What follows belongs to an exercise in optimizing a design on an open flow for small area, a short achievable clock period and few clock cycles; a production flow would make more cautious choices. At most, simulation tests tie the RTL to the original design; equivalence was not proved. Only the layout flow was run in runs 4 and 5; the RTL was not checked for function there. Power is estimated from default activity; no workload was simulated.

[run.sh]
#!/bin/bash
# synth_recipe.tcl (not shown) runs the flow's synth.tcl, then flattens the netlist and writes it again
# the make line also repeats each setting of config.mk as NAME=value (left out here)
make -C /OpenROAD-flow-scripts/flow DESIGN_CONFIG=/design/flow/config.mk WORK_HOME=/design/flow/orfs CLKGATE_MAP_FILE= SYNTH_SCRIPT=/design/flow/synth_recipe.tcl finish
[config.mk]
export PLATFORM = sky130hd
export DESIGN_NAME = rsa_encrypt
export DESIGN_NICKNAME = rsa_encrypt
export VERILOG_FILES = /design/flow/design.v
export SDC_FILE = /design/flow/constraint.sdc
export NUM_CORES = 4
export LEC_CHECK = 0
export CAP_MARGIN = 20
export CORE_MARGIN = 2
export CORE_UTILIZATION = 40
export SETUP_SLACK_MARGIN = 3.6
export SLEW_MARGIN = 20
[constraint.sdc]
create_clock -name core_clock -period 7.0 [get_ports {clk}]
set_input_delay 1.4000 -clock core_clock [delete_from_list [all_inputs] [get_ports {clk}]]
set_output_delay 1.4000 -clock core_clock [all_outputs]
set_load 0.01 [all_outputs]
[design.v]
module rsa_encrypt
(
  input wire clk,
  input wire rst,
  input wire [12:0] data,
  input wire [2:0] input_data_type,
  output wire [15:0] output_data,
  output wire ready
);
    reg [12:0] n;
    reg [12:0] e;
    reg [7:0]  m;
    reg [12:0] acc;
    reg [12:0] p;
    reg [3:0]  idx;
    reg [3:0]  eidx;
    reg        wbit;
    reg        op_mul;
    reg        busy;
    reg        start;    
    reg        prep;     
    assign ready = ~busy;
    assign output_data = {3'b000, acc};
    function [3:0] msb13(input [12:0] w);
        integer i;
        begin
            msb13 = 4'd0;
            for (i = 1; i < 13; i = i + 1)
                if (w[i]) msb13 = i[3:0];
        end
    endfunction
    wire [3:0] msbe  = msb13(e);
    wire [3:0] msbm  = msb13({5'b00000, m});
    wire [3:0] msba  = msb13(acc);
    wire [3:0] msbm1 = msbm - 4'd1;
    wire [3:0] msba1 = msba - 4'd1;
    wire       m_gt1 = (msbm != 4'd0);
    wire       a_gt1 = (msba != 4'd0);
    wire [15:0] a2  = {2'b00, p, 1'b0};
    wire [15:0] ba  = wbit ? {3'b000, acc} : 16'd0;
    wire [15:0] nn1 = ~{3'b000, n};
    wire [15:0] nn2 = ~{2'b00, n, 1'b0};
    wire [15:0] x1  = a2 ^ ba ^ nn1;
    wire [15:0] c1  = (a2 & ba) | (a2 & nn1) | (ba & nn1);
    wire [15:0] x2  = a2 ^ ba ^ nn2;
    wire [15:0] c2  = (a2 & ba) | (a2 & nn2) | (ba & nn2);
    wire [15:0] s   = a2 + ba;
    wire [15:0] d1  = x1 + {c1[14:0], 1'b1};
    wire [15:0] d2  = x2 + {c2[14:0], 1'b1};
    wire        ge2 = ~d2[15];
    wire        ge1 = ~d1[15];
    wire [12:0] pn  = ge2 ? d2[12:0] : (ge1 ? d1[12:0] : s[12:0]);
    wire accept   = ready & (input_data_type == 3'd1);
    wire last     = (idx == 4'd0);
    wire next_mul = ~op_mul & e[eidx];
    wire [3:0]  idx1 = idx - 4'd1;
    wire [12:0] w    = op_mul ? {5'b00000, m} : acc;
    wire e_one    = (msbe == 4'd0);
    wire reduce   = ({5'b00000, m} >= n);
    wire sq_setup = prep | (start & ~e_one & ~reduce);
    always @(posedge clk) begin
        if (rst) begin
            n     <= 13'd3233;
            e     <= 13'd17;
            busy  <= 1'b0;
            start <= 1'b0;
            prep  <= 1'b0;
        end else if (~busy) begin
            if (input_data_type == 3'd2) n <= data;
            if (input_data_type == 3'd3) e <= data;
            if (accept) begin
                busy  <= 1'b1;
                start <= 1'b1;
            end
        end else if (start) begin
            start <= 1'b0;
            if (e_one)
                busy <= 1'b0;
        end else if (prep) begin
            prep <= 1'b0;
        end else if (last) begin
            if (~next_mul & (eidx == 4'd0))
                busy <= 1'b0;
            else if (~next_mul)
                prep <= 1'b1;
        end
    end
    always @(posedge clk) begin
        if (~busy) begin
            if (accept) begin
                m   <= data[7:0];
                acc <= {5'b00000, data[7:0]};
            end
        end else if (sq_setup) begin
            p      <= a_gt1 ? acc : 13'd0;
            idx    <= a_gt1 ? msba1 : 4'd0;
            wbit   <= a_gt1 ? acc[msba1] : acc[0];
            op_mul <= 1'b0;
            if (start)
                eidx <= msbe - 4'd1;
        end else if (start) begin
            if (~e_one) begin
                acc    <= 13'd1;
                p      <= 13'd0;
                idx    <= msbm;
                wbit   <= m[msbm];
                op_mul <= 1'b1;
                eidx   <= msbe;
            end
        end else if (~last) begin
            p    <= pn;
            idx  <= idx1;
            wbit <= w[idx1];
        end else begin
            acc <= pn;
            if (next_mul) begin
                p      <= m_gt1 ? pn : 13'd0;
                idx    <= m_gt1 ? msbm1 : 4'd0;
                wbit   <= m_gt1 ? m[msbm1] : m[0];
                op_mul <= 1'b1;
            end else begin
                op_mul <= 1'b0;
                eidx   <= eidx - 4'd1;
            end
        end
    end
endmodule
==> results by group, run 1 <==
Synthesis
  – Post-Synthesis Cells: 762
  – Synth Register Bits: 73
  – Area leader, netlist: edfxtp_1
  – Largest cells by area after synthesis: edfxtp_1 20%, ha_1 10%, dfxtp_1 8.6%
  – Mean area per synthesized cell: 8.878 um2
  – Netlist Area Pre-Place: 0.006765 mm2
  – Register area share after synthesis: 28.11%
  – Cell variety after synth: 76
  – Synth top area share: 19.53%
  – Async set-reset flop share out of synthesis: 0%
  – Ys flop type: edfxtp_1
  – Synth Warn #: 1
  – Number of synthesized flops with an enable pin: 44

Hold path
  – Worst hold-check path type: reg2reg

Clock network
  – Clk latency of the worst-skew pair: 0.34 ns
  – Clk buf depth: 2
  – H-tree levels: 3
  – CTS Root Cell: clkbuf_16
  – Clock Pin Slew Worst Setup and Hold Paths: 0.06 ns
  – Total CTS buffers: 9
  – CTS tree: built
  – Sink Count: 73

STA
  – Endpoints failing hold: 0
  – Setup TNS Final: 0 ns
  – Tmin final: 3.400 ns
  – Slew Limit Headroom: 26.48%
  – Worst Tran Pin Value: 1.099 ns
  – Layout Skew: 0.008679 ns
  – Hold slack: 0.4621 ns
  – Max frequency: 0.2941 GHz
  – Final worst-path setup slack: 3.600 ns
  – # setup viols final: 0
  – Tcrit/Tclk final: 48.57%
  – Fin. max-slew vios: 0
  – RSZ-0062 raised after global routing: yes

GRT
  – Vias in the first global route: 5830
  – Largest net degree at the start of global routing: 32
  – Total track usage: 23.14%
  – Initial antenna violation count: 0
  – First-pass GRT wire length: 31870 um
  – Grt total ovfl: 0

Floorplanning
  – Die area: 0.01797 mm2
  – Placeable Area: 0.01658 mm2
  – Initial Utilization: 40.80%
  – Die Wd: 134.1 um
  – # rows: 47
  – I/O pin total: 35
  – Die H: 134.1 um

Cells and area
  – Share of layout cells above drive strength 1: 15.04%
  – Layout Nets: 905
  – P&R area growth vs syn: 19.36%
  – Most frequent cells in the layout: 80 x nand2_1, 57 x nor2_1, 56 x inv_1
  – Final core occ: 48.69%
  – Fillers: 1568
  – Diodes inserted: 0
  – Commonest non-fill, non-tap cell in the layout: nand2_1
  – Design Area, Final: 0.008075 mm2

Route
  – Vias per cell: 6.010
  – Iteration-0 DRC Markers: 796
  – Routed Antenna Nets: 0
  – Routed WL: 21220 um
  – Via count: 6196
  – 1st-pass router iterations: 5
  – Drt wl/cell: 20.58 um
  – Remaining DRCs: 0

Placed design
  – GPL Wtd Cong: 0.9251
  – Input/output buffers: 31
  – Dpl ws: 3.071 ns
  – Area after DPL: 0.007279 mm2
  – DP HPWL: 15700 um

Worst setup path
  – WP data required: 7.08 ns
  – Critical setup path kind: reg2reg
  – Worst Path Max Fanout: 7
  – Crit end category: register
  – Worst setup SP type: register
  – Crit path DAT: 3.48 ns

Power
  – Power per cell area: 197.5 mW/mm2
  – Leak: 3.107 nW
  – Worst VDD drop: 0.0001242 V

Outcome
  – Outcome: finished clean

Job
  – Max-cap viol count: 0
[per-stage QoR]
step                total power [mW]  std cells
floorplan                     0.9116        764
CTS                            1.528       1023
finish                         1.594       1031
global route                   1.664       1031
global placement               1.055        988
detailed placement             1.065        988
[sequential cells by signal, summed over array words and instances, names as in the netlist]
signal / cells
idx: 4
acc: 13
e: 13
wbit: 1
p: 13
start: 1
m: 8
eidx: 4
prep: 1
n: 13
op_mul: 1
busy: 1
[timing repair]
action                     in CTS  in global routing
pin swaps                       8                 25
gates cloned                    1                  1
hold buffers                    0                  0
gates resized for setup        27                 52
setup endpoints to repair      26                 41
buffers inserted               18                  7
[power breakdown]
group | switching (mW) | internal [mW] | total (mW)
clock | 0.176 | 0.247 | 0.423
combinational | 0.374 | 0.285 | 0.659
sequential | 0.0261 | 0.486 | 0.513
total | 0.576 | 1.02 | 1.59
[routing by layer]
layer | vias up | global-route usage (%) | wire length, um
met5 | - | 0 | 0
met4 | 0 | 10.47 | 959
met3 | 66 | 4.762 | 1383
met2 | 270 | 37.52 | 9970
met1 | 2988 | 29.86 | 8907
li1 | 2872 | - | -
[worst paths after layout]
| path | start | to | depth (start not counted) | slack, ns |
|---|---|---|---|---|
| worst max-delay path | wbit | p[9] | 14 | 3.60 |
| worst min-delay path | n[6] | n[6] | 2 | 0.46 |
| worst max register to register | wbit | p[9] | 14 | 3.60 |
| worst min register to register | n[6] | n[6] | 2 | 0.46 |
[logic make-up after synthesis]
logic type	after synthesis	synth area share [%]
other	1	0.05543
AO/OA/AOI/OAI	213	21.23
multiplexers	22	5.678
XOR/XNOR	31	4.013
flip-flops	73	28.11
adder cells (fa/ha/maj)	81	17.98
AND/OR/NAND/NOR	251	17.64
buffers and inverters	90	5.289
[worst max-delay path: stages (launching register included)]
cell       delay, ns
edfxtp_1        0.40
buf_6           0.15
and2_4          0.16
fa_1            0.53
ha_4            0.31
o21ai_1         0.06
o21bai_2        0.21
o2111ai_2       0.18
a21oi_2         0.25
o31ai_4         0.07
buf_6           0.15
and2_4          0.19
buf_6           0.12
a211oi_4        0.27
o21ai_2         0.09
[cell usage after synthesis (9+ instances only)]
| cell type | instances |
|---|---|
| xnor2_1 | 21 |
| nand2_1 | 83 |
| ha_1 | 54 |
| mux4_2 | 13 |
| o21bai_1 | 10 |
| inv_1 | 56 |
| o21ai_0 | 42 |
| a21oi_1 | 58 |
| a21o_1 | 12 |
| a32oi_1 | 11 |
| edfxtp_1 | 44 |
| dfxtp_1 | 29 |
| o211ai_1 | 9 |
| and2_1 | 14 |
| nor3_1 | 21 |
| xor2_1 | 10 |
| clkbuf_1 | 24 |
| fa_1 | 27 |
| nand3_1 | 27 |
| nor2_1 | 58 |
| a211oi_1 | 9 |
[cell type report]
class,instances,area [um2],area share [%]
sequential,73,1902,23.55
multi-input combinational,602,4836,59.89
clock buffer,12,246.5,3.052
timing repair buffer,63,583.1,7.220
inverter,57,214.0,2.650
tap,220,275.3,3.409
clock inverter,4,18.77,0.2324
Testbench counts, summed over its fixed seeds: cycles 37,587.
==> run 2: changes to the inputs <==
--- a/config.mk
+++ b/config.mk
@@ -7,6 +7,10 @@
 export LEC_CHECK = 0
 export CAP_MARGIN = 20
+export CELL_PAD_IN_SITES_DETAIL_PLACEMENT = 0
+export CELL_PAD_IN_SITES_GLOBAL_PLACEMENT = 0
 export CORE_MARGIN = 2
 export CORE_UTILIZATION = 40
+export CTS_BUF_LIST = sky130_fd_sc_hd__clkbuf_4 sky130_fd_sc_hd__clkbuf_8
+export PLACE_DENSITY = 0.85
 export SETUP_SLACK_MARGIN = 3.6
 export SLEW_MARGIN = 20
==> run 2 against run 1 <==
Net effect: still clean; area after synthesis is the same; synthesized cell count is the same; sequential power hardly changed; clock skew is 0.00085 ns lower; critical path type unchanged; largest power group unchanged.
==> results by group, run 2 <==
Outcome
  – Outcome: finished clean

Worst setup path
  – Reg2reg end: p[9]
  – Crit path DAT: 3.64 ns
  – R2R depth: 12
  – Critical setup path kind: reg2reg
  – Worst setup SP type: register
  – Worst Path Max Fanout: 5
  – Crit end category: register
  – Origin of the critical flop-to-flop path: wbit
  – WP data required: 7.10 ns
  – Internal reg-to-reg setup slack: 3.46 ns

STA
  – Setup TNS Final: 0 ns
  – Max frequency: 0.2829 GHz
  – Tmin final: 3.535 ns
  – Tcrit/Tclk final: 50.50%
  – Worst Tran Pin Value: 1.103 ns
  – # setup viols final: 0
  – Layout Skew: 0.007830 ns
  – RSZ-0062 raised after global routing: yes
  – Endpoints failing hold: 0
  – Fin. max-slew vios: 0
  – Slew Limit Headroom: 26.24%

GRT
  – Largest net degree at the start of global routing: 30
  – First-pass GRT wire length: 31460 um
  – Vias in the first global route: 6152
  – Initial antenna violation count: 0
  – Grt total ovfl: 0
  – Total track usage: 22.05%

Hold path
  – Worst hold-check path type: reg2reg
  – WHS Path Cells: 2
  – Worst Hold Launch: n[3]
  – WHS Endpoint: n[3]

Cells and area
  – Final core occ: 49.03%
  – Diodes inserted: 0
  – Most frequent cells in the layout: 79 x nand2_1, 58 x nor2_1, 56 x inv_1
  – Commonest non-fill, non-tap cell in the layout: nand2_1
  – Layout Nets: 917
  – Design Area, Final: 0.008130 mm2
  – Share of layout cells above drive strength 1: 16.04%
  – P&R area growth vs syn: 20.18%

Route
  – Vias per cell: 6.219
  – Iteration-0 DRC Markers: 943
  – Via count: 6486
  – Routed WL: 20530 um
  – 1st-pass router iterations: 6
  – Routed Antenna Nets: 0
  – Drt wl/cell: 19.68 um
  – Remaining DRCs: 0

Power
  – Worst VDD drop: 0.00009605 V
  – Design Power: 1.576 mW
  – Power per cell area: 193.9 mW/mm2
  – Leak: 3.144 nW

Synthesis
  – Cell variety after synth: 76
  – Synth Register Bits: 73
  – Number of synthesized flops with an enable pin: 44
  – Netlist Area Pre-Place: 0.006765 mm2
  – Post-synth top cells: 83 x nand2_1, 58 x a21oi_1, 58 x nor2_1
  – Ys flop type: edfxtp_1
  – Synth top area share: 19.53%
  – Post-Synthesis Cells: 762
  – Mean area per synthesized cell: 8.878 um2
  – Register area share after synthesis: 28.11%
  – Most frequent cell after synthesis: nand2_1
  – Async set-reset flop share out of synthesis: 0%
  – Largest cells by area after synthesis: edfxtp_1 20%, ha_1 10%, dfxtp_1 8.6%
  – Synth Warn #: 1
  – Area leader, netlist: edfxtp_1

Clock network
  – Clk latency of the worst-skew pair: 0.36 ns
  – Clk buf depth: 2
  – Sink Count: 73
  – CTS Root Cell: clkbuf_8
  – Hold-fix buffers at CTS: 0
  – CTS tree: built
  – Total CTS buffers: 9
  – H-tree levels: 3
  – Clock Pin Slew Worst Setup and Hold Paths: 0.08 ns

Floorplanning
  – Die area: 0.01797 mm2
  – Die H: 134.1 um
  – Placeable Area: 0.01658 mm2
  – Initial Utilization: 40.80%
  – # rows: 47
  – Die Wd: 134.1 um
  – I/O pin total: 35

Job
  – Max-cap viol count: 0

Placed design
  – Input/output buffers: 31
  – Area after DPL: 0.007295 mm2
  – DP HPWL: 14280 um
  – GPL Wtd Cong: 0.9123
==> run 2: cell counts after synthesis <==
No cell type changed its count.
==> run 2: power by group <==
group / leakage (nW) / total, mW / internal [mW] / switching, mW
registers: 0.640 / 0.512 / 0.486 / 0.0266
logic: 2.39 / 0.684 / 0.299 / 0.385
clock network: 0.115 / 0.380 / 0.207 / 0.173
==> run 2: worst max-delay path: stages (launching register included) <==
cell and delay [ns]:
edfxtp_1 0.45, buf_4 0.20, and2_1 0.19, fa_1 0.44
ha_1 0.38, a21o_1 0.20, a41o_4 0.27, buf_4 0.15
a2111oi_2 0.47, nor3_1 0.11, xor2_1 0.18, o21ai_0 0.16
o21ai_1 0.09
==> run 2: how the worst max path moves through the flow <==
stage          from     end  slack, ns  depth (start not counted)
2_1_floorplan  wbit  acc[5]       3.64                         12
3_3_place_gp   wbit  acc[5]       3.23                         11
3_5_place_dp   wbit  acc[5]       3.10                         11
4_1_cts        wbit    p[0]       3.53                         13
5_1_grt        wbit    p[9]       3.23                         13
6_report       wbit    p[9]       3.46                         12
==> run 2: layout make-up <==
cell class / instances / area (um2)
Clock buffer: 10 / 131.4
Clock inverter: 6 / 87.58
Fill cell: 1446 / 8453
Inverter: 57 / 214.0
Multi-Input combinational cell: 601 / 4838
Sequential cell: 73 / 1902
Tap cell: 220 / 275.3
Timing Repair Buffer: 76 / 681.9
==> run 2: cell families (layout without fill, tap and decap cells) <==
family,Yosys count,after routing,share of synthesized area (%)
adders and majority gates,81,81,17.98
muxes,22,22,5.678
AOI/OAI and AO/OA,213,213,21.23
xor gates and xnor gates,31,31,4.013
DFF,73,73,28.11
buffers and inverters,90,149,5.289
other,1,3,0.05543
and+or+nand+nor,251,251,17.64
==> run 2: routing by layer <==
metal / wire length [um] / track usage, % / up-vias
met5: 0 / 0 / -
met2: 9431 / 35.33 / 439
li1: - / - / 2900
met1: 7823 / 28.60 / 3049
met3: 2124 / 4.271 / 98
met4: 1147 / 10.94 / 0
==> run 2: what timing repair did <==
action,in CTS,in global routing
endpoints found under the setup margin,26,27
buffers inserted,22,14
pin swaps,18,20
gates resized for setup,46,38
gates cloned,1,0
==> run 2: per-stage QoR <==
stage                     setup WS [ns]  instances  hold slack [ns]
after floorplan                   3.644        764           0.4362
after global placement            3.226        990           0.4436
after detailed placement          3.101        990           0.4484
after CTS                         3.531       1029           0.4591
after global routing              3.230       1043           0.4904
final                             3.465       1043           0.4576
==> run 3: changes to the inputs <==
==> config.mk (replaced) <==
export PLATFORM = sky130hd
export DESIGN_NAME = rsa_encrypt
export DESIGN_NICKNAME = rsa_encrypt
export VERILOG_FILES = /design/flow/design.v
export SDC_FILE = /design/flow/constraint.sdc
export NUM_CORES = 4
export LEC_CHECK = 0
export CAP_MARGIN = 5
export CORE_MARGIN = 2
export CORE_UTILIZATION = 40
export CTS_BUF_LIST = sky130_fd_sc_hd__clkbuf_4 sky130_fd_sc_hd__clkbuf_8
export SETUP_SLACK_MARGIN = 3.6
export SLEW_MARGIN = 5
export TNS_END_PERCENT = 100
==> run 3 against run 2 <==
Net effect: worst setup slack better by 0.11 ns; hold slack improved by 0.011 ns; core utilization is 0.85 points lower; clock power is about 20% lower; sequential power barely moved; non-clock buffer count decreased by 11; die area unchanged; synthesized cell count unchanged; critical path depth increased by 1; register-to-register slack gained 0.11 ns; still clean on timing, DRC and antenna; maximum frequency is 3.2% higher; critical endpoint is now acc[5]; largest cell class unchanged; clock skew up 0.0076 ns.
==> results by group, run 3 <==
Route
  – Routed Antenna Nets: 0
  – 1st-pass router iterations: 5
  – Drt wl/cell: 20.38 um
  – Via count: 6201
  – Routed WL: 21030 um
  – Remaining DRCs: 0
  – Iteration-0 DRC Markers: 671
  – Vias per cell: 6.009

Worst setup path
  – Critical setup path kind: reg2reg
  – Crit end category: register
  – Worst Setup SP: wbit
  – Origin of the critical flop-to-flop path: wbit
  – R2R depth: 13
  – CP delay by family, top: compound AO/OA/AOI/OAI gates
  – Worst Path Max Fanout: 7
  – Critical Path Stages: 13
  – WP data required: 7.10 ns
  – Worst setup SP type: register
  – Cell Chain, Critical Path: buf_6 > and2_4 > fa_2 > ha_4 > a211oi_2 > o21bai_2 > o2111ai_2 > a21oi_2 > o31ai_4 > buf_6 > and2_4 > mux2i_2 > o221ai_1
  – Critical path's largest stage delay: 0.57 ns
  – Crit path capture: acc[5]
  – Internal reg-to-reg setup slack: 3.57 ns
  – Reg2reg end: acc[5]
  – Slowest CP cell: fa_2
  – Crit path DAT: 3.53 ns
  – Worst path bufs/invs: 2

Cells and area
  – P&R area growth vs syn: 18.09%
  – Commonest non-fill, non-tap cell in the layout: nand2_1
  – Register area: 0.001902 mm2
  – Area of the multi-input gates: 0.004825 mm2
  – Fillers: 1587
  – Share of layout cells above drive strength 1: 15.27%
  – Diodes inserted: 0
  – Layout Nets: 906
  – Most frequent cells in the layout: 80 x nand2_1, 58 x nor2_1, 56 x inv_1

Synthesis
  – Synth top area share: 19.53%
  – Area leader, netlist: edfxtp_1
  – Compound-Gate Fraction of Synth Area: 21.23%
  – XOR/XNOR share of the synthesized area: 4.013%
  – Netlist Area Pre-Place: 0.006765 mm2
  – Multiplexer share of the synthesized area: 5.678%
  – Async set-reset flop share out of synthesis: 0%
  – Synth Register Bits: 73
  – Post-synth top cells: 83 x nand2_1, 58 x a21oi_1, 58 x nor2_1
  – Largest family of logic cells by synthesized area: compound AO/OA/AOI/OAI gates
  – Ys flop type: edfxtp_1
  – Mean area per synthesized cell: 8.878 um2
  – Number of synthesized flops with an enable pin: 44
  – Post-Synthesis Cells: 762
  – Cell variety after synth: 76
  – Most frequent cell after synthesis: nand2_1
  – Register area share after synthesis: 28.11%
  – Simple-gate share of the synthesized area: 17.64%
  – Largest cells by area after synthesis: edfxtp_1 20%, ha_1 10%, dfxtp_1 8.6%
  – Post-synthesis adder-cell area fraction: 17.98%
  – Synth Warn #: 1

GRT
  – Initial antenna violation count: 0
  – Vias in the first global route: 5826
  – Largest net degree at the start of global routing: 32
  – Grt total ovfl: 0
  – First-pass GRT wire length: 31880 um
  – Total track usage: 23.21%

Placed design
  – DP HPWL: 15700 um
  – Input/output buffers: 31
  – GPL Wtd Cong: 0.9251

Floorplanning
  – Die H: 134.1 um
  – Placeable Area: 0.01658 mm2
  – Die Wd: 134.1 um
  – I/O pin total: 35
  – Initial Utilization: 40.80%
  – # rows: 47
  – Die area: 0.01797 mm2

Clock network
  – Sink Count: 73
  – Clk buf depth: 2
  – Clock Pin Slew Worst Setup and Hold Paths: 0.08 ns
  – H-tree levels: 3
  – Hold-fix buffers at CTS: 0
  – CTS tree: built
  – Total CTS buffers: 9
  – Clk latency of the worst-skew pair: 0.37 ns
  – CTS Root Cell: clkbuf_8

STA
  – Fin. max-slew vios: 0
  – Tmin final: 3.426 ns
  – Max frequency: 0.2919 GHz
  – Hold slack: 0.4686 ns
  – Layout Skew: 0.01542 ns
  – # setup viols final: 0
  – RSZ-0062 raised after global routing: yes
  – Slew Limit Headroom: 20.95%
  – Setup TNS Final: 0 ns
  – Worst Tran Pin Value: 1.179 ns
  – Endpoints failing hold: 0
  – Tcrit/Tclk final: 48.94%

Power
  – Switch Pwr: 0.5596 mW
  – Leak: 3.076 nW
  – Clock power share: 20.6%
  – Gate power share: 44.7%
  – Sw Share: 37.95%
  – Worst VDD drop: 0.00007869 V
  – Pint: 0.9150 mW
  – Sequential Power Share: 34.7%
  – Power per cell area: 184.6 mW/mm2

Job
  – Max-cap viol count: 0

Outcome
  – Outcome: finished clean

Hold path
  – Worst Hold Launch: n[4]
  – Worst hold-check path type: reg2reg
[run 3: cell counts after synthesis]
No cell type changed its count.
[run 3: worst min path at each step]
stage,to,slack [ns],cells after the start
finish,n[4],0.47,2
global route,n[6],0.49,2
CTS,n[6],0.46,2
detailed placement,n[6],0.45,2
global placement,n[4],0.44,2
floorplan,e[0],0.44,2
[run 3: what timing repair did]
action                                  in CTS  in global routing
gates resized for setup                     28                 49
endpoints found under the setup margin      26                 41
setup buffers                               19                  8
cloned                                       1                  0
pin swaps                                    8                 25
[run 3: metrics by stage]
| step | worst slack, ns | cell area (um2) | power [mW] | utilization (%) | std cells |
|---|---|---|---|---|---|
| floorplan | 3.644 | 6773 | 0.9116 | - | 764 |
| global placement | 3.199 | 7279 | 1.055 | 43.90 | 988 |
| detailed placement | 3.071 | 7279 | 1.065 | 43.90 | 988 |
| CTS | 3.607 | 7714 | 1.412 | 46.51 | 1024 |
| global route | 3.476 | 7989 | 1.551 | 48.17 | 1032 |
| finish | 3.574 | 7989 | 1.475 | 48.17 | 1032 |
[run 3: power groups by stage]
| stage | clock network, mW | registers (mW) | logic [mW] |
|---|---|---|---|
| global placement | 0 | 0.524 | 0.531 |
| detailed placement | 0 | 0.525 | 0.540 |
| CTS | 0.311 | 0.511 | 0.590 |
| floorplan | 0 | 0.511 | 0.401 |
| global route | 0.324 | 0.515 | 0.712 |
| finish | 0.303 | 0.512 | 0.659 |
[run 3: kinds of logic after synthesis]
group | Yosys count
adders and majority gates | 81
other | 1
xor gates and xnor gates | 31
and+or+nand+nor | 251
muxes | 22
DFF | 73
AOI/OAI and AO/OA | 213
buffers and inverters | 90
[run 3: area by class of cell]
type	instances	area share [%]
Multi-Input combinational cell	601	60.39
Sequential cell	73	23.81
Timing Repair Buffer	65	7.533
Tap cell	220	3.446
Inverter	57	2.678
Clock buffer	12	1.911
Clock inverter	4	0.2349
[run 3: per-layer routing]
layer | vias to the layer above | part of all wire [%] | global-route usage (%)
met2 | 261 | 47 | 37.35
met5 | - | 0 | 0
met3 | 60 | 6.5 | 5.291
met4 | 0 | 4.2 | 10.23
met1 | 3003 | 42 | 29.99
li1 | 2877 | - | -
[run 3: worst min-delay path, stage by stage, from the launching register on]
cell	delay (ns)
dfxtp_1	0.31
nand2_1	0.05
a21oi_1	0.06
==> run 4: changes to the inputs <==
==> design.v (replaced) <==
module rsa_encrypt
(
  input wire clk,
  input wire rst,
  input wire [12:0] data,
  input wire [2:0] input_data_type,
  output wire [15:0] output_data,
  output wire ready
);
    reg [12:0] n;
    reg [12:0] e;
    reg [7:0]  m;
    reg [12:0] acc;
    reg [12:0] p;
    reg [3:0]  idx;
    reg [3:0]  eidx;
    reg        wbit;
    reg        op_mul;
    reg        busy;
    reg        start;    
    reg        prep;     
    assign ready = ~busy;
    assign output_data = {3'b000, acc};
    function [3:0] msb13(input [12:0] w);
        integer i;
        begin
            msb13 = 4'd0;
            for (i = 1; i < 13; i = i + 1)
                if (w[i]) msb13 = i[3:0];
        end
    endfunction
    function below13(input [12:0] w);
        integer i;
        begin
            below13 = w[0];
            for (i = 1; i < 13; i = i + 1)
                if (w[i]) below13 = w[i-1];
        end
    endfunction
    wire [3:0] msbe  = msb13(e);
    wire [3:0] msbm  = msb13({5'b00000, m});
    wire [3:0] msba  = msb13(acc);
    wire [3:0] msbd  = msb13({5'b00000, data[7:0]});
    wire       m_gt1 = (msbm != 4'd0);
    wire       a_gt1 = (msba != 4'd0);
    wire       d_gt1 = (msbd != 4'd0);
    wire [15:0] a2  = {2'b00, p, 1'b0};
    wire [15:0] ba  = wbit ? {3'b000, acc} : 16'd0;
    wire [15:0] nn1 = ~{3'b000, n};
    wire [15:0] nn2 = ~{2'b00, n, 1'b0};
    wire [15:0] x1  = a2 ^ ba ^ nn1;
    wire [15:0] c1  = (a2 & ba) | (a2 & nn1) | (ba & nn1);
    wire [15:0] x2  = a2 ^ ba ^ nn2;
    wire [15:0] c2  = (a2 & ba) | (a2 & nn2) | (ba & nn2);
    wire [15:0] s   = a2 + ba;
    wire [15:0] d1  = x1 + {c1[14:0], 1'b1};
    wire [15:0] d2  = x2 + {c2[14:0], 1'b1};
    wire        ge2 = ~d2[15];
    wire        ge1 = ~d1[15];
    wire [12:0] pn  = ge2 ? d2[12:0] : (ge1 ? d1[12:0] : s[12:0]);
    wire accept   = ready & (input_data_type == 3'd1);
    wire e_one    = (msbe == 4'd0);
    wire last     = (idx == 4'd0);
    wire next_mul = ~op_mul & e[eidx];
    wire [3:0]  idx1 = idx - 4'd1;
    wire [12:0] w    = op_mul ? {5'b00000, m} : acc;
    wire reduce   = start & ({5'b00000, m} >= n);
    wire finish   = ~reduce & ~prep & last & ~next_mul & (eidx == 4'd0);
    always @(posedge clk) begin
        if (rst) begin
            n     <= 13'd3233;
            e     <= 13'd17;
            busy  <= 1'b0;
            start <= 1'b0;
            prep  <= 1'b0;
        end else if (~busy) begin
            if (input_data_type == 3'd2) n <= data;
            if (input_data_type == 3'd3) e <= data;
            if (accept & ~e_one) begin
                busy  <= 1'b1;
                start <= 1'b1;
            end
        end else begin
            start <= 1'b0;
            prep  <= ~reduce & ~prep & last & ~next_mul & (eidx != 4'd0);
            if (finish)
                busy <= 1'b0;
        end
    end
    always @(posedge clk) begin
        if (~busy) begin
            if (accept) begin
                m   <= data[7:0];
                acc <= {5'b00000, data[7:0]};
            end
        end else if (reduce) begin
            acc <= 13'd1;
        end else if (~prep & last) begin
            acc <= pn;
        end
    end
    always @(posedge clk) begin
        if (~busy) begin
            op_mul <= 1'b0;
            eidx   <= msbe - 4'd1;
        end else if (reduce) begin
            op_mul <= 1'b1;
            eidx   <= msbe;
        end else if (~prep & last) begin
            op_mul <= next_mul;
            if (~next_mul)
                eidx <= eidx - 4'd1;
        end
    end
    always @(posedge clk) begin
        p    <= pn;
        idx  <= idx1;
        wbit <= w[idx1];
        if (~busy) begin
            p    <= d_gt1 ? {5'b00000, data[7:0]} : 13'd0;
            idx  <= d_gt1 ? msbd - 4'd1 : 4'd0;
            wbit <= below13({5'b00000, data[7:0]});
        end else if (reduce) begin
            p    <= 13'd0;
            idx  <= msbm;
            wbit <= 1'b1;
        end else if (prep) begin
            p    <= a_gt1 ? acc : 13'd0;
            idx  <= a_gt1 ? msba - 4'd1 : 4'd0;
            wbit <= below13(acc);
        end else if (last & next_mul) begin
            p    <= m_gt1 ? pn : 13'd0;
            idx  <= m_gt1 ? msbm - 4'd1 : 4'd0;
            wbit <= m_gt1 ? m[msbm - 4'd1] : m[0];
        end
    end
endmodule
--- a/config.mk
+++ b/config.mk
@@ -6,9 +6,8 @@
 export NUM_CORES = 4
 export LEC_CHECK = 0
-export CAP_MARGIN = 5
+export CAP_MARGIN = 20
 export CORE_MARGIN = 2
 export CORE_UTILIZATION = 40
 export CTS_BUF_LIST = sky130_fd_sc_hd__clkbuf_4 sky130_fd_sc_hd__clkbuf_8
 export SETUP_SLACK_MARGIN = 3.6
-export SLEW_MARGIN = 5
-export TNS_END_PERCENT = 100
+export SLEW_MARGIN = 20
==> run 4 against run 3 <==
Net effect: still clean on timing, DRC and antenna; maximum frequency fell by 0.60%; routed wire length grew 4.5%; register-to-register slack lost 0.02 ns; sequential cell count is the same; count of clock-buffer cells in the layout down 3; clock power up 28%.
==> results by group, run 4 <==
STA
  – Endpoints failing hold: 0
  – # setup viols final: 0
  – Setup TNS Final: 0 ns
  – Max frequency: 0.2901 GHz
  – Layout Skew: 0.01213 ns
  – Worst Tran Pin Value: 0.6658 ns
  – RSZ-0062 raised after global routing: yes
  – Fin. max-slew vios: 0
  – Tmin final: 3.447 ns
  – Tcrit/Tclk final: 49.24%
  – Slew Limit Headroom: 55.04%

Power
  – Leak: 3.299 nW
  – Sequential Power Share: 21.8%
  – Gate power share: 62.2%
  – Sw Share: 43.42%
  – Pint: 1.372 mW
  – Worst VDD drop: 0.0001086 V
  – Switch Pwr: 1.053 mW
  – Clock power share: 16.0%
  – Power per cell area: 291.5 mW/mm2

Synthesis
  – Area leader, netlist: dfxtp_1
  – Number of synthesized flops with an enable pin: 25
  – Synth top area share: 14.02%
  – Async set-reset flop share out of synthesis: 0%
  – Cell variety after synth: 84
  – Mean area per synthesized cell: 8.557 um2
  – Post-synth top cells: 81 x nand2_1, 62 x nor2_1, 61 x a21oi_1, 61 x inv_1, 54 x ha_1
  – Post-Synthesis Cells: 801
  – Register area share after synthesis: 24.97%
  – Most frequent cell after synthesis: nand2_1
  – Ys flop type: dfxtp_1
  – Synth Warn #: 1
  – Synth Register Bits: 73
  – Largest cells by area after synthesis: dfxtp_1 14%, edfxtp_1 11%, ha_1 9.9%
  – Netlist Area Pre-Place: 0.006854 mm2

Clock network
  – CTS tree: built
  – H-tree levels: 3
  – Clock Pin Slew Worst Setup and Hold Paths: 0.09 ns
  – Hold-fix buffers at CTS: 0
  – Clk latency of the worst-skew pair: 0.37 ns
  – CTS Root Cell: clkbuf_8
  – Clk buf depth: 2
  – Sink Count: 73
  – Total CTS buffers: 9

Placed design
  – Input/output buffers: 31
  – GPL Wtd Cong: 0.8899
  – DP HPWL: 15560 um

Floorplanning
  – Die H: 134.9 um
  – Initial Utilization: 41.18%
  – I/O pin total: 35
  – Placeable Area: 0.01664 mm2
  – # rows: 47
  – Die area: 0.01820 mm2
  – Die Wd: 134.9 um

Cells and area
  – Share of layout cells above drive strength 1: 17.73%
  – Register area: 0.001717 mm2
  – Most frequent cells in the layout: 80 x nand2_1, 61 x inv_1, 60 x nor2_1
  – Final core occ: 50.00%
  – Commonest non-fill, non-tap cell in the layout: nand2_1
  – P&R area growth vs syn: 21.39%
  – Diodes inserted: 0
  – Layout Nets: 953
  – Area of the multi-input gates: 0.005167 mm2
  – Fillers: 1590

Worst setup path
  – CP delay by family, top: compound AO/OA/AOI/OAI gates
  – Slowest CP cell: fa_1
  – Worst Path Max Fanout: 6
  – Critical path's largest stage delay: 0.49 ns
  – Crit end category: register
  – Worst setup SP type: register
  – Reg2reg end: acc[2]
  – Critical setup path kind: reg2reg
  – R2R depth: 12
  – Crit path DAT: 3.65 ns
  – Cell Chain, Critical Path: buf_6 > and2_4 > fa_1 > ha_4 > nand2b_4 > o21ai_4 > a41oi_2 > o211ai_2 > o221ai_4 > and2_4 > or3_4 > a311oi_2
  – Origin of the critical flop-to-flop path: wbit
  – Critical Path Stages: 12
  – CP most frequent cell: and2_4
  – Worst path bufs/invs: 1
  – Internal reg-to-reg setup slack: 3.55 ns
  – WP data required: 7.21 ns

Route
  – Vias per cell: 5.921
  – 1st-pass router iterations: 5
  – Iteration-0 DRC Markers: 672
  – Remaining DRCs: 0
  – Via count: 6412
  – Routed WL: 21980 um
  – Routed Antenna Nets: 0
  – Drt wl/cell: 20.30 um

GRT
  – Vias in the first global route: 5873
  – Initial antenna violation count: 0
  – Grt total ovfl: 0
  – First-pass GRT wire length: 33410 um
  – Total track usage: 23.85%
  – Largest net degree at the start of global routing: 30

Hold path
  – WHS Path Cells: 2
  – Worst Hold Launch: n[9]
  – WHS Endpoint: n[9]
  – Worst hold-check path type: reg2reg

Job
  – Max-cap viol count: 0

Outcome
  – Outcome: finished clean
## run 4: per-layer routing
layer	up-vias	wire [um]	global-route usage [%]
li1	3021	-	-
met1	3111	10300	34.16
met2	241	9572	35.45
met3	39	1434	4.880
met4	0	672	8.713
met5	-	0	0
## run 4: power by group through the flow
stage               clock (mW)  sequential (mW)  combinational, mW
finish                   0.389            0.529               1.51
global route             0.410            0.535               1.62
CTS                      0.393            0.530               1.27
detailed placement           0            0.548               1.09
global placement             0            0.548               1.09
floorplan                    0            0.513              0.882
## run 4: per-stage QoR
step / hold slack, ns / instance area, um2 / std cells / setup WS [ns] / power (mW)
after floorplan: 0.4332 / 6889 / 803 / 3.587 / 1.395
after detailed placement: 0.4506 / 7266 / 1019 / 2.533 / 1.639
final: 0.4580 / 8320 / 1083 / 3.553 / 2.426
after global routing: 0.4984 / 8320 / 1083 / 3.444 / 2.566
after global placement: 0.4438 / 7266 / 1019 / 2.636 / 1.640
after CTS: 0.4620 / 7875 / 1060 / 3.548 / 2.192
## run 4: cell families (layout without fill, tap and decap cells)
logic type	Yosys count	in the layout	share of synthesized area, %
adder cells (fa/ha/maj)	78	78	16.72
AND/OR/NAND/NOR	255	256	17.96
multiplexers	24	24	5.714
XOR/XNOR	37	37	4.728
other	1	3	0.05471
AO/OA/AOI/OAI	233	234	23.42
buffers and inverters	100	158	6.425
flip-flops	73	73	24.97
## run 4: final cells by class
class                           count  area share [%]
Clock inverter                      7           1.233
Sequential cell                    73           20.63
Timing Repair Buffer               79           8.391
Tap cell                          220           3.308
Inverter                           63           2.842
Multi-Input combinational cell    632           62.11
Clock buffer                        9           1.489
## run 4: what timing repair did
action                                  4_1_cts  5_1_grt
endpoints found under the setup margin       27       27
pin swaps                                    19       21
cloned                                        1        1
buffers inserted                             24       22
gates resized for setup                      31       53
## run 4: worst max-delay path by stage
stage	end	from	slack, ns
after floorplan	acc[2]	wbit	3.59
after global placement	acc[8]	wbit	2.64
after detailed placement	acc[8]	wbit	2.53
after CTS	acc[12]	acc[2]	3.55
after global routing	acc[2]	wbit	3.44
final	acc[2]	wbit	3.55
## run 4: tightest hold or removal path, stage by stage (launching register included)
cell and delay (ns):
dfxtp_1 0.31, nand2_1 0.05, a21oi_1 0.05
==> run 5: changes to the inputs <==
--- a/config.mk
+++ b/config.mk
@@ -10,4 +10,4 @@
 export CORE_UTILIZATION = 40
 export CTS_BUF_LIST = sky130_fd_sc_hd__clkbuf_4 sky130_fd_sc_hd__clkbuf_8
-export SETUP_SLACK_MARGIN = 3.6
+export SETUP_SLACK_MARGIN = 3.3
 export SLEW_MARGIN = 20
==> run 5 against run 4 <==
Net effect: maximum frequency fell by 4.8%; synthesized cell count unchanged; sequential power barely moved; final cell count down 1.8%; hold slack better by 0.0035 ns; largest power group unchanged; highest routed layer unchanged.
==> results by group, run 5 <==
Outcome
  – Outcome: finished clean

Worst setup path
  – Internal reg-to-reg setup slack: 3.38 ns
  – Worst path bufs/invs: 0
  – Worst setup SP type: register
  – R2R depth: 11
  – WP data required: 7.10 ns
  – Origin of the critical flop-to-flop path: acc[2]
  – Cell Chain, Critical Path: and2_2 > fa_1 > ha_1 > o21ai_0 > o21ai_1 > a31oi_4 > o31ai_4 > a31o_4 > mux2_2 > a21oi_1 > o31ai_1
  – Crit end category: register
  – Crit path DAT: 3.72 ns
  – Critical path's largest stage delay: 0.45 ns
  – Slowest CP cell: fa_1
  – Critical setup path kind: reg2reg
  – CP delay by family, top: compound AO/OA/AOI/OAI gates
  – Reg2reg end: acc[6]
  – Worst Path Max Fanout: 9

Synthesis
  – Most frequent cell after synthesis: nand2_1
  – Netlist Area Pre-Place: 0.006854 mm2
  – Synth Warn #: 1
  – Largest cells by area after synthesis: dfxtp_1 14%, edfxtp_1 11%, ha_1 9.9%
  – Mean area per synthesized cell: 8.557 um2
  – Post-synth top cells: 81 x nand2_1, 62 x nor2_1, 61 x a21oi_1, 61 x inv_1, 54 x ha_1
  – Synth Register Bits: 73
  – Area leader, netlist: dfxtp_1
  – Post-Synthesis Cells: 801
  – Number of synthesized flops with an enable pin: 25
  – Synth top area share: 14.02%
  – Register area share after synthesis: 24.97%
  – Async set-reset flop share out of synthesis: 0%
  – Ys flop type: dfxtp_1
  – Cell variety after synth: 84

Route
  – Iteration-0 DRC Markers: 557
  – Routed WL: 21050 um
  – Routed Antenna Nets: 0
  – Via count: 6199
  – Vias per cell: 5.832
  – Remaining DRCs: 0
  – Drt wl/cell: 19.80 um
  – 1st-pass router iterations: 5

STA
  – Tcrit/Tclk final: 51.71%
  – # setup viols final: 0
  – Max frequency: 0.2763 GHz
  – RSZ-0062 raised after global routing: yes
  – Layout Skew: 0.01285 ns
  – Tmin final: 3.620 ns
  – Endpoints failing hold: 0
  – Slew Limit Headroom: 41.43%
  – Fin. max-slew vios: 0
  – Worst Tran Pin Value: 0.8785 ns
  – Final worst-path setup slack: 3.380 ns
  – Setup TNS Final: 0 ns

GRT
  – Vias in the first global route: 5635
  – Total track usage: 23.24%
  – Grt total ovfl: 0
  – Initial antenna violation count: 0
  – First-pass GRT wire length: 32490 um
  – Largest net degree at the start of global routing: 30

Floorplanning
  – # rows: 47
  – Die H: 134.9 um
  – Die Wd: 134.9 um
  – Die area: 0.01820 mm2
  – Initial Utilization: 41.18%
  – Placeable Area: 0.01664 mm2
  – I/O pin total: 35

Hold path
  – WHS Endpoint: n[8]
  – Worst Hold Launch: n[8]
  – Worst hold-check path type: reg2reg
  – WHS Path Cells: 2

Clock network
  – Clock Pin Slew Worst Setup and Hold Paths: 0.08 ns
  – Total CTS buffers: 9
  – CTS Root Cell: clkbuf_8
  – Clk buf depth: 2
  – H-tree levels: 3
  – Hold-fix buffers at CTS: 0
  – CTS tree: built
  – Clk latency of the worst-skew pair: 0.37 ns
  – Sink Count: 73

Job
  – Max-cap viol count: 0

Cells and area
  – Layout Nets: 933
  – Commonest non-fill, non-tap cell in the layout: nand2_1
  – Share of layout cells above drive strength 1: 10.68%
  – P&R area growth vs syn: 13.80%
  – Final core occ: 46.87%
  – Diodes inserted: 0
  – Most frequent cells in the layout: 80 x nand2_1, 61 x inv_1, 61 x a21oi_1, 61 x nor2_1, 54 x ha_1
  – Fillers: 1616

Power
  – Power per cell area: 277.9 mW/mm2
  – Worst VDD drop: 0.0001366 V
  – Design Power: 2.167 mW
  – Leak: 3.131 nW

Placed design
  – DP HPWL: 15430 um
  – Input/output buffers: 31
  – Dpl ws: 2.512 ns
  – GPL Wtd Cong: 0.9044
## run 5: changes by cell type in the layout (fill, tap and decap cells not counted), moves of 5 or more
cell / change
ha_1: +12
a21oi_1: +5
ha_4: -9
buf_4: -14
## run 5: cell families (layout without fill, tap and decap cells)
| kind of cell | Yosys count | count (layout) | share of synthesized area (%) |
|---|---|---|---|
| AO/OA/AOI/OAI | 233 | 233 | 23.42 |
| XOR/XNOR | 37 | 37 | 4.728 |
| adder cells (fa/ha/maj) | 78 | 78 | 16.72 |
| buffers and inverters | 100 | 139 | 6.425 |
| flip-flops | 73 | 73 | 24.97 |
| multiplexers | 24 | 24 | 5.714 |
| other | 1 | 3 | 0.05471 |
| AND/OR/NAND/NOR | 255 | 256 | 17.96 |
## run 5: area by class of cell
cell class,count,area (um2),share of cell area [%]
multi-input cells,631,4821,61.81
flip-flops and latches,73,1715,21.99
repair buffers,60,523.0,6.705
well taps,220,275.3,3.529
inverters,63,236.5,3.032
clock buffers,12,152.6,1.957
clock inverters,4,76.32,0.9785
## run 5: worst min-delay path: stages, from the launching register on
cell,delay (ns)
dfxtp_1,0.31
nand2_1,0.05
a21oi_1,0.05
## run 5: metal layers
metal	wire [um]	vias up	GRT usage, %
met5	0	-	0
met4	317	0	4.503
met3	1182	30	3.003
met2	9443	207	36.63
met1	10100	2968	34.28
li1	-	2994	-
## run 5: per-stage QoR
stage | area [um2] | instances | hold WS, ns
final | 7800 | 1063 | 0.4615
after global routing | 7800 | 1063 | 0.4838
after CTS | 7592 | 1042 | 0.4612
after detailed placement | 7258 | 1019 | 0.4500
after global placement | 7258 | 1019 | 0.4447
after floorplan | 6862 | 803 | 0.4332
## run 5: how the worst max path moves through the flow
stage / startpoint / end / slack [ns] / depth (start not counted)
2_1_floorplan: wbit / acc[2] / 3.31 / 14
3_3_place_gp: wbit / acc[8] / 2.60 / 11
3_5_place_dp: wbit / acc[8] / 2.51 / 11
4_1_cts: acc[1] / acc[2] / 3.32 / 11
5_1_grt: acc[2] / acc[6] / 3.29 / 11
6_report: acc[2] / acc[6] / 3.38 / 11
## run 5: report_power, final
group          total (mW)  switching, mW  internal, mW
Clock               0.395          0.175         0.220
Sequential          0.530         0.0526         0.477
Combinational        1.24          0.708         0.535
Total                2.17          0.935          1.23
## run 5: timing repair
action,4_1_cts,5_1_grt
resized for setup,11,8
setup endpoints to repair,26,26
buffers inserted,7,20
pin swaps,0,5
gates cloned,0,1
==> run 6: changes to the inputs <==
--- a/design.v
+++ b/design.v
@@ -62,5 +62,5 @@
     wire e_one    = (msbe == 4'd0);
     wire last     = (idx == 4'd0);
-    wire next_mul = ~op_mul & e[eidx];
+    wire next_mul = ~op_mul & e[eidx] & m_gt1;
     wire [3:0]  idx1 = idx - 4'd1;
     wire [12:0] w    = op_mul ? {5'b00000, m} : acc;
@@ -130,7 +130,7 @@
             wbit <= below13(acc);
         end else if (last & next_mul) begin
-            p    <= m_gt1 ? pn : 13'd0;
-            idx  <= m_gt1 ? msbm - 4'd1 : 4'd0;
-            wbit <= m_gt1 ? m[msbm - 4'd1] : m[0];
+            p    <= pn;
+            idx  <= msbm - 4'd1;
+            wbit <= below13({5'b00000, m});
         end
     end
--- a/config.mk
+++ b/config.mk
@@ -9,5 +9,4 @@
 export CORE_MARGIN = 2
 export CORE_UTILIZATION = 40
-export CTS_BUF_LIST = sky130_fd_sc_hd__clkbuf_4 sky130_fd_sc_hd__clkbuf_8
-export SETUP_SLACK_MARGIN = 3.3
+export SETUP_SLACK_MARGIN = 3.6
 export SLEW_MARGIN = 20
==> run 6 against run 5 <==
Net effect: still clean; highest routed layer unchanged; worst setup slack improved by 0.25 ns; sequential cell count did not move; count of clock-buffer cells in the layout fell by 2; routed wire length fell by 0.81%; largest power group unchanged; critical path type unchanged; sequential power fell by 2%; first-iteration DRC count fell by 7.0%; area after synthesis fell by 3.7%; core utilization rose by 1.2 points.
==> results by group, run 6 <==
Placed design
  – Input/output buffers: 31
  – Dpl ws: 3.150 ns
  – DP HPWL: 15700 um
  – GPL Wtd Cong: 0.9149

Worst setup path
  – WP data required: 7.10 ns
  – Critical setup path kind: reg2reg
  – Worst setup SP type: register
  – Worst Path Max Fanout: 9
  – Crit end category: register
  – Crit path DAT: 3.47 ns

Floorplanning
  – Die H: 132.5 um
  – Initial Utilization: 41.26%
  – I/O pin total: 35
  – Placeable Area: 0.01600 mm2
  – # rows: 46
  – Die area: 0.01755 mm2
  – Die Wd: 132.5 um

Synthesis
  – Mean area per synthesized cell: 8.399 um2
  – Ys flop type: dfxtp_1
  – Synth Warn #: 1
  – Largest cells by area after synthesis: dfxtp_1 15%, edfxtp_1 11%, ha_1 10%
  – Netlist Area Pre-Place: 0.006601 mm2
  – Synth top area share: 14.56%
  – Number of synthesized flops with an enable pin: 25
  – Area leader, netlist: dfxtp_1
  – Async set-reset flop share out of synthesis: 0%
  – Register area share after synthesis: 25.93%
  – Post-synth top cells: 87 x nand2_1, 74 x inv_1, 66 x a21oi_1
  – Post-Synthesis Cells: 786
  – Most frequent cell after synthesis: nand2_1
  – Cell variety after synth: 76
  – Synth Register Bits: 73

STA
  – RSZ-0062 raised after global routing: yes
  – Worst Tran Pin Value: 0.9110 ns
  – Final worst-path setup slack: 3.632 ns
  – Setup TNS Final: 0 ns
  – Hold slack: 0.4578 ns
  – # setup viols final: 0
  – Max frequency: 0.2969 GHz
  – Tcrit/Tclk final: 48.11%
  – Endpoints failing hold: 0
  – Fin. max-slew vios: 0
  – Tmin final: 3.368 ns
  – Layout Skew: 0.008924 ns
  – Slew Limit Headroom: 39.18%

GRT
  – Total track usage: 23.04%
  – First-pass GRT wire length: 31590 um
  – Vias in the first global route: 5716
  – Met2 Usage GRT: 36.33%
  – Initial antenna violation count: 0
  – Largest net degree at the start of global routing: 30
  – Grt total ovfl: 0
  – Met1 Use GR: 31.92%
  – Most used routing layer: met2
  – Met3 Use GR: 4.904%

Clock network
  – Clock Pin Slew Worst Setup and Hold Paths: 0.06 ns
  – CTS tree: built
  – H-tree levels: 3
  – Sink Count: 73
  – CTS Root Cell: clkbuf_16
  – Total CTS buffers: 9
  – Clk latency of the worst-skew pair: 0.35 ns
  – Clk buf depth: 2
  – Hold-fix buffers at CTS: 0

Power
  – Worst VDD drop: 0.0001537 V
  – Leak: 3.117 nW
  – Power per cell area: 260.6 mW/mm2

Cells and area
  – Most frequent cells in the layout: 85 x nand2_1, 74 x inv_1, 62 x a21oi_1
  – Share of layout cells above drive strength 1: 11.30%
  – Diodes inserted: 0
  – Fillers: 1559
  – Area of the multi-input gates: 0.004700 mm2
  – Commonest non-fill, non-tap cell in the layout: nand2_1
  – Layout Nets: 918
  – Register area: 0.001715 mm2
  – P&R area growth vs syn: 16.55%

Route
  – Routed WL: 20880 um
  – Remaining DRCs: 0
  – 1st-pass router iterations: 5
  – Via count: 6141
  – Vias per cell: 5.910
  – Routed Antenna Nets: 0
  – Iteration-0 DRC Markers: 518
  – Drt wl/cell: 20.09 um

Outcome
  – Outcome: finished clean

Job
  – Max-cap viol count: 0

Hold path
  – Worst hold-check path type: reg2reg
==> run 6: changes by cell type in the layout (fill, tap and decap cells not counted), moves of 6 or more <==
cell / previous run / this run
a31oi_1: 12 / 3
a22oi_1: 8 / 1
inv_1: 61 / 74
buf_4: 29 / 18
o21a_1: 11 / 5
clkbuf_8: 10 / 0
nand3_1: 16 / 10
clkbuf_16: 0 / 9
==> run 6: worst paths after layout <==
kind / startpoint / end / slack, ns / cells past startpoint
hold / removal: n[2] / n[2] / 0.46 / 2
hold reg to reg: n[2] / n[2] / 0.46 / 2
setup / recovery: acc[5] / acc[12] / 3.63 / 11
setup reg to reg: acc[5] / acc[12] / 3.63 / 11
==> run 6: cell families (layout without fill, tap and decap cells) <==
kind of cell	count (synthesis)	after routing	share of synthesized area, %
AOI/OAI and AO/OA	232	233	23.24
DFF	73	73	25.93
adders and majority gates	82	82	18.61
and+or+nand+nor	243	243	17.21
muxes	18	18	4.492
other	1	3	0.05681
buffers and inverters	107	141	6.482
xor gates and xnor gates	30	30	3.980
==> run 6: layer usage <==
layer	routed length, um	part of all wire [%]
met4	583	2.8
met3	1553	7.4
met5	0	0
met2	9378	45
met1	9359	45
==> run 6: what timing repair did <==
action | in CTS | in global routing
pin swaps | 0 | 9
cloned | 0 | 3
gates resized for setup | 13 | 41
setup endpoints to repair | 27 | 39
hold endpoints to repair | 0 | 0
buffers inserted | 11 | 4
==> run 6: critical path, stage by stage, from the launching register on <==
cell and delay, ns:
edfxtp_1 0.41, and2_1 0.23, fa_1 0.44, ha_1 0.35
a21o_1 0.20, a21o_1 0.20, a31o_2 0.27, o21ai_4 0.25
a21o_4 0.25, buf_4 0.13, o211ai_1 0.15, and3_1 0.23
==> run 6: layout make-up <==
class	count	area share [%]
clock inverters	6	0.5529
inverters	74	3.610
well taps	216	3.513
multi-input cells	609	61.08
flip-flops and latches	73	22.30
repair buffers	51	5.968
clock buffers	10	2.976
==> run 6: where the power goes <==
part / internal [mW] / switching, mW / leakage [nW]
logic: 0.452 / 0.606 / 2.36
registers: 0.475 / 0.0426 / 0.629
clock network: 0.241 / 0.189 / 0.132
total: 1.17 / 0.837 / 3.12
==> run 6: stage by stage <==
step                util, %  instance area (um2)  std cells  power [mW]
floorplan                 -                 6609        788       1.188
global placement      44.14                 7062       1005       1.414
detailed placement    44.14                 7062       1005       1.423
CTS                   46.62                 7460       1032       1.879
global route          48.08                 7694       1039       2.120
finish                48.08                 7694       1039       2.005
Testbench counts of run 6, summed over its fixed seeds: cycles 37,062.
==> run 7: changes to the inputs <==
--- a/config.mk
+++ b/config.mk
@@ -9,4 +9,5 @@
 export CORE_MARGIN = 2
 export CORE_UTILIZATION = 40
-export SETUP_SLACK_MARGIN = 3.6
+export CTS_BUF_LIST = sky130_fd_sc_hd__clkbuf_4 sky130_fd_sc_hd__clkbuf_8
+export SETUP_SLACK_MARGIN = 3.8
 export SLEW_MARGIN = 20
==> run 7 against run 6 <==
Net effect: sequential cell count unchanged; clock skew grew 0.0082 ns; area after synthesis is the same; maximum frequency grew 1.6%; sequential power barely moved; critical path type unchanged; synthesized cell count unchanged; power is 10% higher; critical path depth unchanged; register-to-register slack gained 0.05 ns; sequential share of layout area decreased by 1.7 points.
==> results by group, run 7 <==
Worst setup path
  – WP data required: 7.13 ns
  – Critical path's largest stage delay: 0.53 ns
  – Crit path DAT: 3.45 ns
  – CP delay by family, top: compound AO/OA/AOI/OAI gates
  – Worst Path Max Fanout: 7
  – Worst path bufs/invs: 1
  – Crit end category: register
  – Cell Chain, Critical Path: buf_6 > and2_4 > fa_1 > ha_4 > nor2b_4 > o31a_1 > o211a_1 > o2111a_1 > a311oi_2 > o211ai_1 > and3_1
  – Worst setup SP type: register
  – Slowest CP cell: fa_1
  – Critical setup path kind: reg2reg

Clock network
  – Clk buf depth: 2
  – Sink Count: 73
  – Clock Pin Slew Worst Setup and Hold Paths: 0.09 ns
  – Hold-fix buffers at CTS: 0
  – CTS Root Cell: clkbuf_8
  – H-tree levels: 3
  – CTS tree: built
  – Clk latency of the worst-skew pair: 0.37 ns
  – Total CTS buffers: 9

Synthesis
  – Post-Synthesis Cells: 786
  – Async set-reset flop share out of synthesis: 0%
  – Synth Register Bits: 73
  – Ys flop type: dfxtp_1
  – Most frequent cell after synthesis: nand2_1
  – Cell variety after synth: 76
  – Area leader, netlist: dfxtp_1
  – Post-synth top cells: 87 x nand2_1, 74 x inv_1, 66 x a21oi_1
  – Number of synthesized flops with an enable pin: 25
  – Synth top area share: 14.56%
  – Netlist Area Pre-Place: 0.006601 mm2
  – Mean area per synthesized cell: 8.399 um2
  – Register area share after synthesis: 25.93%
  – Largest cells by area after synthesis: dfxtp_1 15%, edfxtp_1 11%, ha_1 10%
  – Synth Warn #: 1

STA
  – Fin. max-slew vios: 0
  – Slew Limit Headroom: 35.07%
  – Max frequency: 0.3016 GHz
  – RSZ-0062 raised after global routing: yes
  – # setup viols final: 0
  – Endpoints failing hold: 0
  – Setup TNS Final: 0 ns
  – Worst Tran Pin Value: 0.9726 ns
  – Tmin final: 3.315 ns
  – Tcrit/Tclk final: 47.36%
  – Layout Skew: 0.01708 ns

Route
  – Remaining DRCs: 0
  – 1st-pass router iterations: 5
  – Drt wl/cell: 20.81 um
  – Vias per cell: 6.002
  – Iteration-0 DRC Markers: 608
  – Via count: 6446
  – Routed Antenna Nets: 0
  – Routed WL: 22350 um

Cells and area
  – Fillers: 1480
  – Diodes inserted: 0
  – Commonest non-fill, non-tap cell in the layout: nand2_1
  – P&R area growth vs syn: 26.23%
  – Register area: 0.001717 mm2
  – Most frequent cells in the layout: 80 x nand2_1, 74 x inv_1, 58 x nor2_1
  – Layout Nets: 953
  – Design Area, Final: 0.008333 mm2
  – Area of the multi-input gates: 0.005115 mm2
  – Final cell count without fillers: 1074
  – Share of layout cells above drive strength 1: 20.86%

Job
  – Max-cap viol count: 0

Floorplanning
  – Placeable Area: 0.01600 mm2
  – # rows: 46
  – Die Wd: 132.5 um
  – Die area: 0.01755 mm2
  – I/O pin total: 35
  – Initial Utilization: 41.26%
  – Die H: 132.5 um

GRT
  – Largest net degree at the start of global routing: 30
  – Vias in the first global route: 6165
  – Initial antenna violation count: 0
  – Total track usage: 24.83%
  – First-pass GRT wire length: 34300 um
  – Grt total ovfl: 0

Outcome
  – Outcome: finished clean

Placed design
  – Input/output buffers: 31
  – DP HPWL: 15770 um
  – Area after DPL: 0.007082 mm2
  – GPL Wtd Cong: 0.9460
  – Total placed cells including tap cells: 1005

Power
  – Worst VDD drop: 0.0001001 V
  – Leak: 3.353 nW
  – Power per cell area: 265.1 mW/mm2
  – Design Power: 2.209 mW

Hold path
  – Worst hold-check path type: reg2reg
[run 7: cell counts after synthesis]
No cell type changed its count.
[run 7: cell families (layout without fill, tap and decap cells)]
logic type / count (synthesis) / after routing / synth area share (%)
compound gates: 232 / 235 / 23.24
xor+xnor: 30 / 30 / 3.980
fa+ha+maj: 82 / 82 / 18.61
buf+inv: 107 / 174 / 6.482
flops: 73 / 73 / 25.93
mux: 18 / 18 / 4.492
other cells: 1 / 3 / 0.05681
simple gates: 243 / 243 / 17.21
[run 7: metal layers]
metal  track usage (%)  share of wire [%]  vias to the layer above
li1                  -                  -                     2955
met3             4.521                7.5                       54
met4             7.945                3.0                        0
met5                 0                  0                        -
met2             38.98                 46                      309
met1             34.67                 43                     3128
[run 7: through the flow]
stage / utilization [%] / hold WS (ns) / setup slack, ns
6_report: 52.08 / 0.4705 / 3.685
5_1_grt: 52.08 / 0.5007 / 3.616
4_1_cts: 49.29 / 0.4722 / 3.744
3_5_place_dp: 44.26 / 0.4606 / 3.023
3_3_place_gp: 44.26 / 0.4456 / 3.110
2_1_floorplan: - / 0.4332 / 3.802
[run 7: where the power goes]
part	total (mW)	switching, mW	internal (mW)	leakage (nW)
sequential	0.519	0.0453	0.474	0.629
clock	0.323	0.183	0.140	0.0973
combinational	1.37	0.749	0.618	2.63
total	2.21	0.977	1.23	3.35
[run 7: worst paths after layout]
check,start,end,slack (ns),cells past startpoint
max,wbit,acc[12],3.68,11
min,n[1],n[1],0.47,2
max reg2reg,wbit,acc[12],3.68,11
min reg2reg,n[1],n[1],0.47,2
[run 7: final cells by class]
class | instances | area share [%]
tap | 216 | 3.243
clock buffer | 10 | 1.652
sequential | 73 | 20.60
inverter | 74 | 3.333
multi-input combinational | 611 | 61.38
clock inverter | 6 | 0.4805
timing repair buffer | 84 | 9.309
[run 7: worst register-to-register path: cells and delay by family, from the launching register on]
kind | cells | cell delay [ns]
buf+inv | 1 | 0.15
flops | 1 | 0.38
compound gates | 5 | 1.33
fa+ha+maj | 2 | 0.75
simple gates | 3 | 0.48
[run 7: what timing repair did]
item	CTS	global route
cloned	3	0
buffers inserted	33	17
resized for setup	75	65
endpoints found under the setup margin	40	26
pin swaps	28	31
==> run 8: changes to the inputs <==
--- a/config.mk
+++ b/config.mk
@@ -10,4 +10,4 @@
 export CORE_UTILIZATION = 40
 export CTS_BUF_LIST = sky130_fd_sc_hd__clkbuf_4 sky130_fd_sc_hd__clkbuf_8
-export SETUP_SLACK_MARGIN = 3.8
+export SETUP_SLACK_MARGIN = 3.4
 export SLEW_MARGIN = 20
==> run 8 against run 7 <==
Net effect: largest cell class unchanged; critical path depth stayed put; power is 20% lower; via count is 6.5% lower; final cell count is 3.7% lower; worst setup slack worse by 0.15 ns; maximum frequency is 4.3% lower; synthesized cell count stayed put; clock power is 4% lower; critical path type unchanged; combinational power is 31% lower; still clean; clock skew is 0.0015 ns lower; largest power group unchanged; design area is 11% lower.
==> results by group, run 8 <==
Synthesis
  – Post-Synthesis Cells: 786
  – Netlist Area Pre-Place: 0.006601 mm2
  – Ys flop type: dfxtp_1
  – Synth Register Bits: 73
  – Synth top area share: 14.56%
  – Synth Warn #: 1
  – Post-synth top cells: 87 x nand2_1, 74 x inv_1, 66 x a21oi_1
  – Cell variety after synth: 76
  – Most frequent cell after synthesis: nand2_1
  – Number of synthesized flops with an enable pin: 25
  – Register area share after synthesis: 25.93%
  – Largest cells by area after synthesis: dfxtp_1 15%, edfxtp_1 11%, ha_1 10%
  – Mean area per synthesized cell: 8.399 um2
  – Area leader, netlist: dfxtp_1
  – Async set-reset flop share out of synthesis: 0%

Clock network
  – Total CTS buffers: 9
  – Clock Pin Slew Worst Setup and Hold Paths: 0.09 ns
  – Sink Count: 73
  – CTS tree: built
  – Clk latency of the worst-skew pair: 0.37 ns
  – H-tree levels: 3
  – Clk buf depth: 2
  – CTS Root Cell: clkbuf_8

STA
  – # setup viols final: 0
  – Max frequency: 0.2886 GHz
  – RSZ-0062 raised after global routing: no
  – Worst Tran Pin Value: 0.9318 ns
  – Final worst-path setup slack: 3.536 ns
  – Setup TNS Final: 0 ns
  – Fin. max-slew vios: 0
  – Endpoints failing hold: 0
  – Tmin final: 3.464 ns
  – Slew Limit Headroom: 37.80%
  – Hold slack: 0.4617 ns
  – Layout Skew: 0.01563 ns
  – Tcrit/Tclk final: 49.49%

Route
  – Routed WL: 20100 um
  – 1st-pass router iterations: 6
  – Iteration-0 DRC Markers: 576
  – Remaining DRCs: 0
  – Drt wl/cell: 19.44 um
  – Routed Antenna Nets: 0
  – Via count: 6029
  – Vias per cell: 5.831

GRT
  – First-pass GRT wire length: 31200 um
  – Vias in the first global route: 5609
  – Grt total ovfl: 0
  – Total track usage: 22.79%
  – Initial antenna violation count: 0
  – Largest net degree at the start of global routing: 30

Job
  – Max-cap viol count: 0

Power
  – Power per cell area: 239.8 mW/mm2
  – Leak: 3.017 nW
  – Clock power share: 17.4%
  – Pint: 1.005 mW
  – Gate power share: 53.4%
  – Sw Share: 43.38%
  – Switch Pwr: 0.7699 mW
  – Sequential Power Share: 29.2%
  – Worst VDD drop: 0.0001136 V

Worst setup path
  – Worst Path Max Fanout: 13
  – Worst setup SP type: register
  – WP data required: 7.27 ns
  – Critical setup path kind: reg2reg
  – Crit path DAT: 3.73 ns
  – Crit end category: register

Floorplanning
  – Initial Utilization: 41.26%
  – I/O pin total: 35
  – Die H: 132.5 um
  – # rows: 46
  – Placeable Area: 0.01600 mm2
  – Die Wd: 132.5 um
  – Die area: 0.01755 mm2

Cells and area
  – P&R area growth vs syn: 12.11%
  – Commonest non-fill, non-tap cell in the layout: nand2_1
  – Layout Nets: 913
  – Diodes inserted: 0
  – Share of layout cells above drive strength 1: 8.435%
  – Fillers: 1585
  – Design Area, Final: 0.007401 mm2
  – Most frequent cells in the layout: 86 x nand2_1, 74 x inv_1, 64 x a21oi_1

Placed design
  – Input/output buffers: 31
  – DP HPWL: 15700 um
  – GPL Wtd Cong: 0.9149
  – Dpl ws: 3.150 ns
  – Area after DPL: 0.007062 mm2

Outcome
  – Outcome: finished clean

Hold path
  – Worst hold-check path type: reg2reg
run 8: cell counts after synthesis:
Identical to the previous run, type by type.
run 8: worst max-delay path, cell delays in order (launching register included):
cell and delay [ns]:
dfxtp_2 0.45, and2_1 0.27, fa_1 0.50, ha_1 0.34
nand2_1 0.06, o21ai_1 0.32, a31o_2 0.28, o21ai_2 0.10
a21oi_2 0.43, mux2i_1 0.31, o21ai_1 0.08, a22o_1 0.21
run 8: logic make-up after synthesis:
logic type               after synthesis  synth area share [%]
flip-flops                            73                 25.93
AND/OR/NAND/NOR                      243                 17.21
buffers and inverters                107                 6.482
other                                  1               0.05681
AO/OA/AOI/OAI                        232                 23.24
adder cells (fa/ha/maj)               82                 18.61
multiplexers                          18                 4.492
XOR/XNOR                              30                 3.980
run 8: through the flow:
stage          power (mW)  cells  utilization, %
2_1_floorplan       1.188    788               -
3_3_place_gp        1.414   1005           44.14
3_5_place_dp        1.423   1005           44.14
4_1_cts             1.737   1024           45.43
5_1_grt             1.888   1034           46.25
6_report            1.775   1034           46.25
run 8: timing repair:
action	in CTS	in global routing
setup buffers	3	10
hold buffers	0	0
resized for setup	4	16
setup endpoints to repair	21	26
pin swaps	0	1
run 8: final timing paths:
kind | from | end | slack [ns] | cells past startpoint
hold reg to reg | n[2] | n[2] | 0.46 | 2
setup / recovery | wbit | p[1] | 3.54 | 11
hold / removal | n[2] | n[2] | 0.46 | 2
setup reg to reg | wbit | p[1] | 3.54 | 11
run 8: power by group through the flow:
stage                     Clock [mW]  Sequential [mW]  Combinational (mW)
final                          0.309            0.518               0.948
after CTS                      0.311            0.520               0.906
after global routing           0.330            0.523                1.04
after global placement             0            0.529               0.885
after floorplan                    0            0.510               0.678
after detailed placement           0            0.531               0.892
run 8: per-layer routing:
metal  share of wire [%]  up-vias  global-route usage [%]
met1                  45     2876                   32.07
met4                 2.6        0                   6.930
met2                  45      252                   35.52
met3                 7.1       36                   4.368
li1                    -     2865                       -
met5                   0        -                       0
run 8: layout make-up:
cell class / instances / area (um2) / area share, %
flip-flops and latches: 73 / 1713 / 23.14
repair buffers: 47 / 429.2 / 5.799
multi-input cells: 608 / 4537 / 61.30
clock inverters: 6 / 42.54 / 0.5748
inverters: 74 / 277.8 / 3.753
clock buffers: 10 / 131.4 / 1.775
well taps: 216 / 270.3 / 3.652

-- separate check: timing with driven ports --
The flow's constraints put no driver on any port. The routed layouts listed below were extracted and timed again, unchanged, in two steps.
Step 1, drivers: a clkbuf_16 drives clk and a buf_2 each remaining input, both assumed.
Step 2 moves the port delays by t, midway between the first and last clock arrival at a register: inputs arrive t later, outputs are due t later. That takes back most of the time a late clock gives input paths.
Slacks: no drivers / after step 1 / after step 2; pairs: no drivers / after step 1.
run | shift t [ns] | setup WS [ns] | clock arrival spread, ns | pins driven straight from the clock port
run 1 | 0.373 | 3.600 / 3.600 / 3.600 | 0.008 / 0.008 | 1
run 2 | 0.391 | 3.465 / 3.465 / 3.465 | 0.008 / 0.008 | 1
run 3 | 0.392 | 3.574 / 3.574 / 3.533 | 0.016 / 0.015 | 1
run 4 | 0.400 | 3.553 / 3.553 / 3.298 | 0.012 / 0.013 | 1
run 5 | 0.398 | 3.380 / 3.380 / 3.168 | 0.012 / 0.013 | 1
run 6 | 0.378 | 3.632 / 3.632 / 3.415 | 0.009 / 0.008 | 1
run 7 | 0.403 | 3.685 / 3.685 / 3.514 | 0.017 / 0.017 | 1
run 8 | 0.399 | 3.536 / 3.536 / 3.394 | 0.016 / 0.015 | 1
After both steps setup and hold are still met in every run listed. The setup slack of run 4, which loses most, moves by 0.000 ns with the drivers and by -0.255 ns with both steps.
